From an optimization exercise on the open Yosys and OpenROAD flow, aimed at small area; shortcuts taken in it are not production practice.
Only simulation tests tie the RTL to the original design; equivalence was not proved.
Power figures rest on the tool's default switching activity, not on a simulated workload.

<file path="design/flow/constraint.sdc">
create_clock -name core_clock -period 20.0 [get_ports {CLK}]
set_input_delay 4.0000 -clock core_clock [delete_from_list [all_inputs] [get_ports {CLK}]]
set_output_delay 4.0000 -clock core_clock [all_outputs]
set_load 0.01 [all_outputs]
</file>
<file path="design/flow/run.sh">
#!/bin/bash
# synth_recipe.tcl (not shown) runs the flow's synth.tcl, then flattens the netlist and writes it again
# the make line also repeats each setting of config.mk as NAME=value (left out here)
make -C /OpenROAD-flow-scripts/flow DESIGN_CONFIG=/design/flow/config.mk WORK_HOME=/design/flow/orfs CLKGATE_MAP_FILE= SYNTH_SCRIPT=/design/flow/synth_recipe.tcl finish
</file>
<file path="design/flow/config.mk">
export PLATFORM = sky130hd
export DESIGN_NAME = DIGITALCLOCK
export DESIGN_NICKNAME = DIGITALCLOCK
export VERILOG_FILES = /design/flow/design.v
export SDC_FILE = /design/flow/constraint.sdc
export NUM_CORES = 4
export LEC_CHECK = 0
export CAP_MARGIN = 20
export CORE_MARGIN = 2
export CORE_UTILIZATION = 40
export SLEW_MARGIN = 20
</file>
<file path="design/flow/design.v">
module SEG7( 
                    SEG,
                    IN
                    );
    input [3:0] IN;	
    output reg [6:0] SEG;
	always @(*) begin
        case (IN)
			4'b0000: SEG = 7'b1000000;  
			4'b0001: SEG = 7'b1111001;  
			4'b0010: SEG = 7'b0100100;  
			4'b0011: SEG = 7'b0110000;  
			4'b0100: SEG = 7'b0011001;  
			4'b0101: SEG = 7'b0010010;  
			4'b0110: SEG = 7'b0000010;  
			4'b0111: SEG = 7'b1111000;  
			4'b1000: SEG = 7'b0000000;  
			4'b1001: SEG = 7'b0010000;  
			4'b1010: SEG = 7'b0001000;  
			4'b1011: SEG = 7'b0000011;  
			4'b1100: SEG = 7'b1000110;  
			4'b1101: SEG = 7'b0100001;  
			4'b1110: SEG = 7'b0000110;  
			4'b1111: SEG = 7'b0001110;  
			default: SEG = 7'b1111111;  
        endcase
	end
endmodule
module TIME_SET(
    SSEC0, SSEC1, SMIN0, SMIN1, SHOUR0, SHOUR1, SDAY0, SDAY1,
    CLK, RSTN, SET, KEY3, KEY2, KEY1, TICK, CAP
);
   input CLK, RSTN, SET, KEY3, KEY2, KEY1, TICK, CAP;
   output reg [3:0] SSEC0, SMIN0, SHOUR0, SHOUR1, SDAY0, SDAY1;
   output reg [2:0] SSEC1, SMIN1;
   reg KEY3_S, KEY2_S, KEY1_S;
   reg KEY3_PRESSED, KEY2_PRESSED, KEY1_PRESSED;
   reg KEY_ACT;
   reg [1:0] KEY_FLD;
   always @(posedge CLK) begin
      if (CAP) begin
         KEY3_S <= KEY3;
         KEY2_S <= KEY2;
         KEY1_S <= KEY1;
      end
   end
   wire up = KEY2_S & !KEY2_PRESSED;
   wire dn = KEY1_S & !KEY1_PRESSED;
   always @(posedge CLK, negedge RSTN) begin
      if (!RSTN) begin
         KEY_ACT <= 0;
         KEY_FLD <= 0;
         KEY3_PRESSED <= 0;
      end
      else if (TICK) begin
         KEY3_PRESSED <= SET & KEY3_S;
         if (!SET) begin
            KEY_ACT <= 0;
            KEY_FLD <= 0;
         end
         else if (KEY3_S && !KEY3_PRESSED) begin
            KEY_ACT <= 1;
            KEY_FLD <= KEY_ACT ? KEY_FLD + 2'd1 : 2'd0;
         end
      end
   end
   always @(posedge CLK) begin
      if (TICK) begin
         KEY2_PRESSED <= SET & KEY_ACT & KEY2_S;
         KEY1_PRESSED <= SET & KEY_ACT & KEY1_S;
         if (!SET || !KEY_ACT) begin
            SSEC0 <= 0; SSEC1 <= 0;
            SMIN0 <= 0; SMIN1 <= 0;
            SHOUR0 <= 0; SHOUR1 <= 0;
            SDAY0 <= SET ? 4'd2 : 4'd1; SDAY1 <= 0;
         end
         else begin
            case (KEY_FLD)
              2'd0: begin  
                 if (up) begin
                    if ((SDAY1 == 3) && (SDAY0 == 1)) begin
                       SDAY1 <= 0; SDAY0 <= 1;
                    end
                    else if (SDAY0[3] & SDAY0[0]) begin
                       SDAY1 <= SDAY1 + 4'd1; SDAY0 <= 0;
                    end
                    else SDAY0 <= SDAY0 + 4'd1;
                 end
                 if (dn) begin
                    if ((SDAY1 == 0) && (SDAY0 == 1)) begin
                       SDAY1 <= 3; SDAY0 <= 1;
                    end
                    else if (SDAY0 == 0) begin
                       SDAY1 <= SDAY1 - 4'd1; SDAY0 <= 9;
                    end
                    else SDAY0 <= SDAY0 - 4'd1;
                 end
              end
              2'd1: begin  
                 if (up) begin
                    if ((SHOUR1 == 2) && !SHOUR0[2] && SHOUR0[1] && SHOUR0[0]) begin
                       SHOUR1 <= 0; SHOUR0 <= 0;
                    end
                    else if (SHOUR0[3] & SHOUR0[0]) begin
                       SHOUR1 <= SHOUR1 + 4'd1; SHOUR0 <= 0;
                    end
                    else SHOUR0 <= SHOUR0 + 4'd1;
                 end
                 if (dn) begin
                    if ((SHOUR1 == 0) && (SHOUR0 == 0)) begin
                       SHOUR1 <= 2; SHOUR0 <= 3;
                    end
                    else if (SHOUR0 == 0) begin
                       SHOUR1 <= SHOUR1 - 4'd1; SHOUR0 <= 9;
                    end
                    else SHOUR0 <= SHOUR0 - 4'd1;
                 end
              end
              2'd2: begin  
                 if (up) begin
                    if (SMIN1[2] && SMIN1[0] && SMIN0[3] && SMIN0[0]) begin
                       SMIN1 <= 0; SMIN0 <= 0;
                    end
                    else if (SMIN0[3] & SMIN0[0]) begin
                       SMIN1 <= SMIN1 + 3'd1; SMIN0 <= 0;
                    end
                    else SMIN0 <= SMIN0 + 4'd1;
                 end
                 if (dn) begin
                    if ((SMIN1 == 0) && (SMIN0 == 0)) begin
                       SMIN1 <= 5; SMIN0 <= 9;
                    end
                    else if (SMIN0 == 0) begin
                       SMIN1 <= SMIN1 - 3'd1; SMIN0 <= 9;
                    end
                    else SMIN0 <= SMIN0 - 4'd1;
                 end
              end
              default: begin  
                 if (up) begin
                    if (SSEC1[2] && SSEC1[0] && SSEC0[3] && SSEC0[0]) begin
                       SSEC1 <= 0; SSEC0 <= 0;
                    end
                    else if (SSEC0[3] & SSEC0[0]) begin
                       SSEC1 <= SSEC1 + 3'd1; SSEC0 <= 0;
                    end
                    else SSEC0 <= SSEC0 + 4'd1;
                 end
                 if (dn) begin
                    if ((SSEC1 == 0) && (SSEC0 == 0)) begin
                       SSEC1 <= 5; SSEC0 <= 9;
                    end
                    else if (SSEC0 == 0) begin
                       SSEC1 <= SSEC1 - 3'd1; SSEC0 <= 9;
                    end
                    else SSEC0 <= SSEC0 - 4'd1;
                 end
              end
            endcase
         end
      end
   end
endmodule
module DIGITALCLOCK( 
                    SEG0, SEG1, SEG2, SEG3, SEG4, SEG5, SEG6, SEG7,
                    CLK, RSTN, SET, KEY3, KEY2, KEY1
                    );
   input CLK, RSTN, SET, KEY3, KEY2, KEY1;
   output [6:0] SEG0, SEG1, SEG2, SEG3, SEG4, SEG5, SEG6, SEG7;
   reg [3:0] SEC0, MIN0, HOUR0, HOUR1, DAY0, DAY1;
   reg [2:0] SEC1, MIN1;
   reg       MODE;
   reg [5:0] LO, HI;
   wire [3:0] SSEC0, SMIN0, SHOUR0, SHOUR1, SDAY0, SDAY1;
   wire [2:0] SSEC1, SMIN1;
   wire lo_end  = LO[5] & LO[4] & LO[0];                    
   wire lo_cap  = LO[5] & LO[3] & LO[2] & LO[1] & LO[0];    
   wire hi_end  = HI[5] & HI[4] & HI[0];                    
   wire sec_tick = lo_end & hi_end;
   TIME_SET TS (
      .SSEC0(SSEC0), .SSEC1(SSEC1), .SMIN0(SMIN0), .SMIN1(SMIN1),
      .SHOUR0(SHOUR0), .SHOUR1(SHOUR1), .SDAY0(SDAY0), .SDAY1(SDAY1),
      .CLK(CLK), .RSTN(RSTN), .SET(SET), .KEY3(KEY3), .KEY2(KEY2), .KEY1(KEY1),
      .TICK(lo_end), .CAP(lo_cap)
   );
   wire s0_9 = SEC0[3] & SEC0[0];
   wire s1_5 = SEC1[2] & SEC1[0];
   wire m0_9 = MIN0[3] & MIN0[0];
   wire m1_5 = MIN1[2] & MIN1[0];
   wire h0_9 = HOUR0[3] & HOUR0[0];
   wire sec_wrap = s0_9 & s1_5;
   wire min_wrap = m0_9 & m1_5;
   wire hour_wrap = (HOUR1 == 4'd2) & ~HOUR0[2] & HOUR0[1] & HOUR0[0];
   wire day_wrap = (DAY1 == 4'd3) & (DAY0 == 4'd1);
   wire d0_9 = DAY0[3] & DAY0[0];
   always @(posedge CLK, negedge RSTN) begin
      if (!RSTN) begin
         LO <= 6'd0;
         HI <= 6'd0;
      end
      else if (lo_end) begin
         LO <= 6'd0;
         HI <= hi_end ? 6'd0 : HI + 6'd1;
      end
      else
         LO <= LO + 6'd1;
   end
   always @(posedge CLK, negedge RSTN) begin
      if (!RSTN) begin
         SEC0 <= 0; SEC1 <= 0;
         MIN0 <= 0; MIN1 <= 0;
         HOUR0 <= 0; HOUR1 <= 0;
         DAY0 <= 1; DAY1 <= 0;
         MODE <= 0;
      end
      else if (sec_tick) begin
         MODE <= SET;
         if (SET) begin
            SEC0 <= SSEC0; SEC1 <= SSEC1;
            MIN0 <= SMIN0; MIN1 <= SMIN1;
            HOUR0 <= SHOUR0; HOUR1 <= SHOUR1;
            DAY0 <= SDAY0; DAY1 <= SDAY1;
         end
         else begin
            SEC0 <= s0_9 ? 4'd0 : SEC0 + 4'd1;
            if (s0_9) SEC1 <= s1_5 ? 3'd0 : SEC1 + 3'd1;
            if (sec_wrap) begin
               MIN0 <= m0_9 ? 4'd0 : MIN0 + 4'd1;
               if (m0_9) MIN1 <= m1_5 ? 3'd0 : MIN1 + 3'd1;
               if (min_wrap) begin
                  if (hour_wrap) begin
                     HOUR0 <= 0; HOUR1 <= 0;
                     if (day_wrap) begin
                        DAY0 <= 1; DAY1 <= 0;
                     end
                     else if (d0_9) begin
                        DAY0 <= 0; DAY1 <= DAY1 + 4'd1;
                     end
                     else
                        DAY0 <= DAY0 + 4'd1;
                  end
                  else if (h0_9) begin
                     HOUR0 <= 0; HOUR1 <= HOUR1 + 4'd1;
                  end
                  else
                     HOUR0 <= HOUR0 + 4'd1;
               end
            end
         end
      end
   end
   wire [3:0] OUT0 = MODE ? SSEC0  : SEC0;
   wire [2:0] OUT1 = MODE ? SSEC1  : SEC1;
   wire [3:0] OUT2 = MODE ? SMIN0  : MIN0;
   wire [2:0] OUT3 = MODE ? SMIN1  : MIN1;
   wire [3:0] OUT4 = MODE ? SHOUR0 : HOUR0;
   wire [3:0] OUT5 = MODE ? SHOUR1 : HOUR1;
   wire [3:0] OUT6 = MODE ? SDAY0  : DAY0;
   wire [3:0] OUT7 = MODE ? SDAY1  : DAY1;
   SEG7 SEG_0(.IN(OUT0), .SEG(SEG0));
   SEG7 SEG_1(.IN({1'b0, OUT1}), .SEG(SEG1));
   SEG7 SEG_2(.IN(OUT2), .SEG(SEG2));
   SEG7 SEG_3(.IN({1'b0, OUT3}), .SEG(SEG3));
   SEG7 SEG_4(.IN(OUT4), .SEG(SEG4));
   SEG7 SEG_5(.IN(OUT5), .SEG(SEG5));
   SEG7 SEG_6(.IN(OUT6), .SEG(SEG6));
   SEG7 SEG_7(.IN(OUT7), .SEG(SEG7));
endmodule
</file>
==> metrics.yaml <==
worst_setup_path:
  crit_slowest_cell: "dfrtp_2"
  reg2reg_slack_ps: 17290
  critical_path.max_stage_delay_ps: 1060
  worstSetupEndpointType: "output port"
  cp-start-kind: "register"
  required_ps: 16000
  cp_max_fo: 42
  crit_arrival_ps: 3370
  worstSetupPathType: "register to output port"
  critical_path_cell_by_cell: "mux2i_1 -> inv_1 -> ha_1 -> nand2_1 -> o21ai_0 -> a22o_1 -> clkdlybuf4s50_1"
cts:
  number_of_sinks_handled_by_clock_tree_synthesis: 82
  cts_made_buffers: 9
  cts_tree: "done"
  post-cts-setup-buffers: 0
  clock_path_buffers: 2
  clock_network_latency_to_the_later_pin_of_the_worst_skew_pair_ps: 350
  clk_root_buffer_cell: "clkbuf_16"
  hold_buf_cts: 0
  cts_resized: 0
  number_of_levels_in_the_clock_h_tree: 3
  cts.clk_slew.worst_paths_ps: 70
floorplanning:
  dieHeight_um: 141
  core_region_area_sq_um: 18500
  die-area_sq_um: 19800
  floorplan.io_pins: 62
  num_rows: 50
  die_x_um: 141
  floorplan.initialDensity: 0.404
logic_synthesis:
  synth-compound-area-share: 0.206
  fraction_of_synthesis_flops_using_an_asynchronous_set_or_reset_pin: 0.573
  number_of_enable_flip_flop_cells_after_synthesis: 35
  post_synth_instance_area_sq_um: 7480
  yosys.area_share.simple: 0.202
  post_synth_net_total: 954
  ys_warn_count: 3
  ys_dominant_reg_cell: "dfrtp_1"
  synth_top_family_by_area: "compound AO/OA/AOI/OAI gates"
  synthCells: 863
  post_synth_xor_area_fraction: 0.00937
  netlist-cell-type-count: 75
  ys_ff_latch: 82
  synth_area_per_cell_sq_um: 8.67
  adder_cell_fraction_of_synth_area: 0.142
  synth_sequential_area_ratio: 0.298
  yosys-mux-area-fraction: 0.0875
cells_and_area:
  mostFrequentLayoutCell: "ha_1"
  final_cell_mix: "85 x ha_1, 84 x nand2_1, 73 x nor2_1"
  fillCellCount: 1810
  post-route-util: 0.461
  post_layout_nets: 985
  antenna_cells_inserted: 0
  area_delta_synth_final_pct: 14.2
  post_route_cells_drive_above_1_share: 0.0712
power:
  peakVddDrop_mv: 0.0499
  powerDensity_nw_per_um2: 45.0
  total_power_uw: 385
  leakage_power_total_uw: 0.00371
sta:
  grt_setup_unrepaired: "false"
  timing_worst_slew_pin_value_ps: 1050
  maxSlewViolCount: 0
  setup_viol: 0
  timing.final.hold_violations: 0
  clock-skew-final_ps: 10.0
  fin_ws_ps: 12630
  max-slew-margin-rel: 0.302
  layout_min_cycle_time_ps: 7370
  setup_total_negative_slack_ps: 0
  final.period_utilization: 0.369
  fmax_mhz: 136
routing:
  drc_errors: 0
  drt_iter0_markers: 491
  detailroute.wirelength.met3_um: 648
  detail-route-antenna-nets: 0
  detail_route.wirelength_um: 18200
  drt_pre_antenna_iters: 5
  total_via_count_in_the_routed_design: 6494
  route.met2.wl_um: 8180
  routedWlPerCell_um: 16.1
  detail_route.wirelength.met1_um: 9150
  vias_per_cell: 5.73
  top_signal_layer_used: "met4"
grt:
  number_of_global_route_vias_before_repair: 6083
  grt_max_degree: 56
  grt_overflow: 0
  grt_first_pass_wirelength_um: 29800
  global_router_s_overall_resource_usage: 0.182
  antenna_violations_before_repair: 0
run_status:
  status: "complete, no violations"
min_path:
  min-delay-path-class: "register to register"
placed_design:
  place_ws_ps: 13000
  i_o_buffers: 61
  gp_routability_congestion: 0.844
  dp_hpwl_um: 12900
run:
  cap_violations: 0
-- logic make-up after synthesis --
group	Yosys count
XOR/XNOR	8
flip-flops	82
AND/OR/NAND/NOR	301
buffers and inverters	103
multiplexers	60
adder cells (fa/ha/maj)	85
AO/OA/AOI/OAI	224
-- path summary, 6_finish.rpt --
path / startpoint / endpoint / cells after the start
setup / recovery: MODE$_DFFE_PN0P_ / SEG2[5] / 7
hold / removal: TS.KEY3_PRESSED$_DFFE_PN0P_ / TS.KEY3_PRESSED$_DFFE_PN0P_ / 2
setup reg to reg: HI[0]$_DFFE_PN0P_ / HOUR1[0]$_DFFE_PN0P_ / 4
hold reg to reg: TS.KEY3_PRESSED$_DFFE_PN0P_ / TS.KEY3_PRESSED$_DFFE_PN0P_ / 2
max in group asynchronous: RSTN / MODE$_DFFE_PN0P_ / 2
min in group asynchronous: RSTN / HI[3]$_DFFE_PN0P_ / 2
-- flip-flops by register name, indices dropped and copies added (netlist names), 3 cells and up --
signal     flops
TS.SHOUR1      4
TS.SSEC0       4
TS.SMIN1       3
TS.SMIN0       4
MIN0           4
DAY0           4
MIN1           3
TS.SDAY1       4
SEC0           4
HOUR0          4
DAY1           4
SEC1           3
LO             6
TS.SHOUR0      4
HOUR1          4
TS.SSEC1       3
TS.SDAY0       4
HI             6
-- per-layer routing --
metal  vias up  global-route usage
met5         -                   0
met4         0              0.0526
met3        17              0.0200
met2       134               0.296
met1      3100               0.258
li1       3243                   -
-- worst max-delay path, delay by kind of cell, from the launching register on --
kind	cells	cell delay, ps
simple gates	1	100
buf+inv	2	650
flops	1	1060
fa+ha+maj	1	260
compound gates	2	270
mux	1	670
-- cells in the mapped netlist, drive strengths merged, types with 11 or more instances --
master  count  area share
a21oi      43       0.029
a31oi      17       0.014
and2       15       0.013
buf        14       0.011
clkbuf     32       0.016
dfrtp      46        0.15
edfxtp     35        0.14
ha         85        0.14
inv        57       0.029
mux2       23       0.035
mux2i      35       0.047
nand2      84       0.042
nand3      32       0.023
nor2       73       0.037
nor2b      11      0.0092
nor3       25       0.017
o21ai      44       0.029
-- stage by stage --
step	instance area, sq um	hold WS (ps)	std cells
after floorplan	7480	430	863
after global placement	8210	440	1117
after detailed placement	8210	447	1117
after CTS	8540	462	1133
after global routing	8540	512	1133
final	8540	459	1133
-- report_power, final --
group	total, uW	switching, uW	internal, uW
clock	188	70.6	117
combinational	17.1	11.2	5.90
sequential	180	2.31	177
total	385	84.1	300
-- cell type report --
| type | count | area [sq um] | area share |
|---|---|---|---|
| Multi-Input combinational cell | 678 | 4840 | 0.566 |
| Sequential cell | 82 | 2230 | 0.261 |
| Timing Repair Buffer | 66 | 638 | 0.0747 |
| Tap cell | 234 | 293 | 0.0343 |
| Clock buffer | 12 | 258 | 0.0302 |
| Inverter | 57 | 214 | 0.0250 |
| Clock inverter | 4 | 73.8 | 0.00864 |

port drivers added, routing unchanged:
The results above use ideal ports. As a check the final layout listed here was re-extracted and re-timed, cells and wires unchanged.
Step 1 sets driving cells, clkbuf_16 on the clock port and buf_2 on the other inputs (assumed; they add their load-dependent delay and slew).
Step 2 also shifts input and output timing later by t, the mid clock arrival at the registers, as if the neighbouring blocks saw the same clock.
Three values: ideal ports, drivers, drivers and shift; two values: the first two.
t, ns: 0.385
slack for setup (ns): 12.629 / 12.589 / 12.974
worst hold slack (ns): 0.459 / 0.459 / 0.459
latest minus earliest clock arrival (ns): 0.010 / 0.010
worst slew at a driven data input, ns: 0.04
After both steps this run still meets setup and hold. The setup slack of this run moves by -0.040 ns with the drivers and by +0.345 ns with both steps.
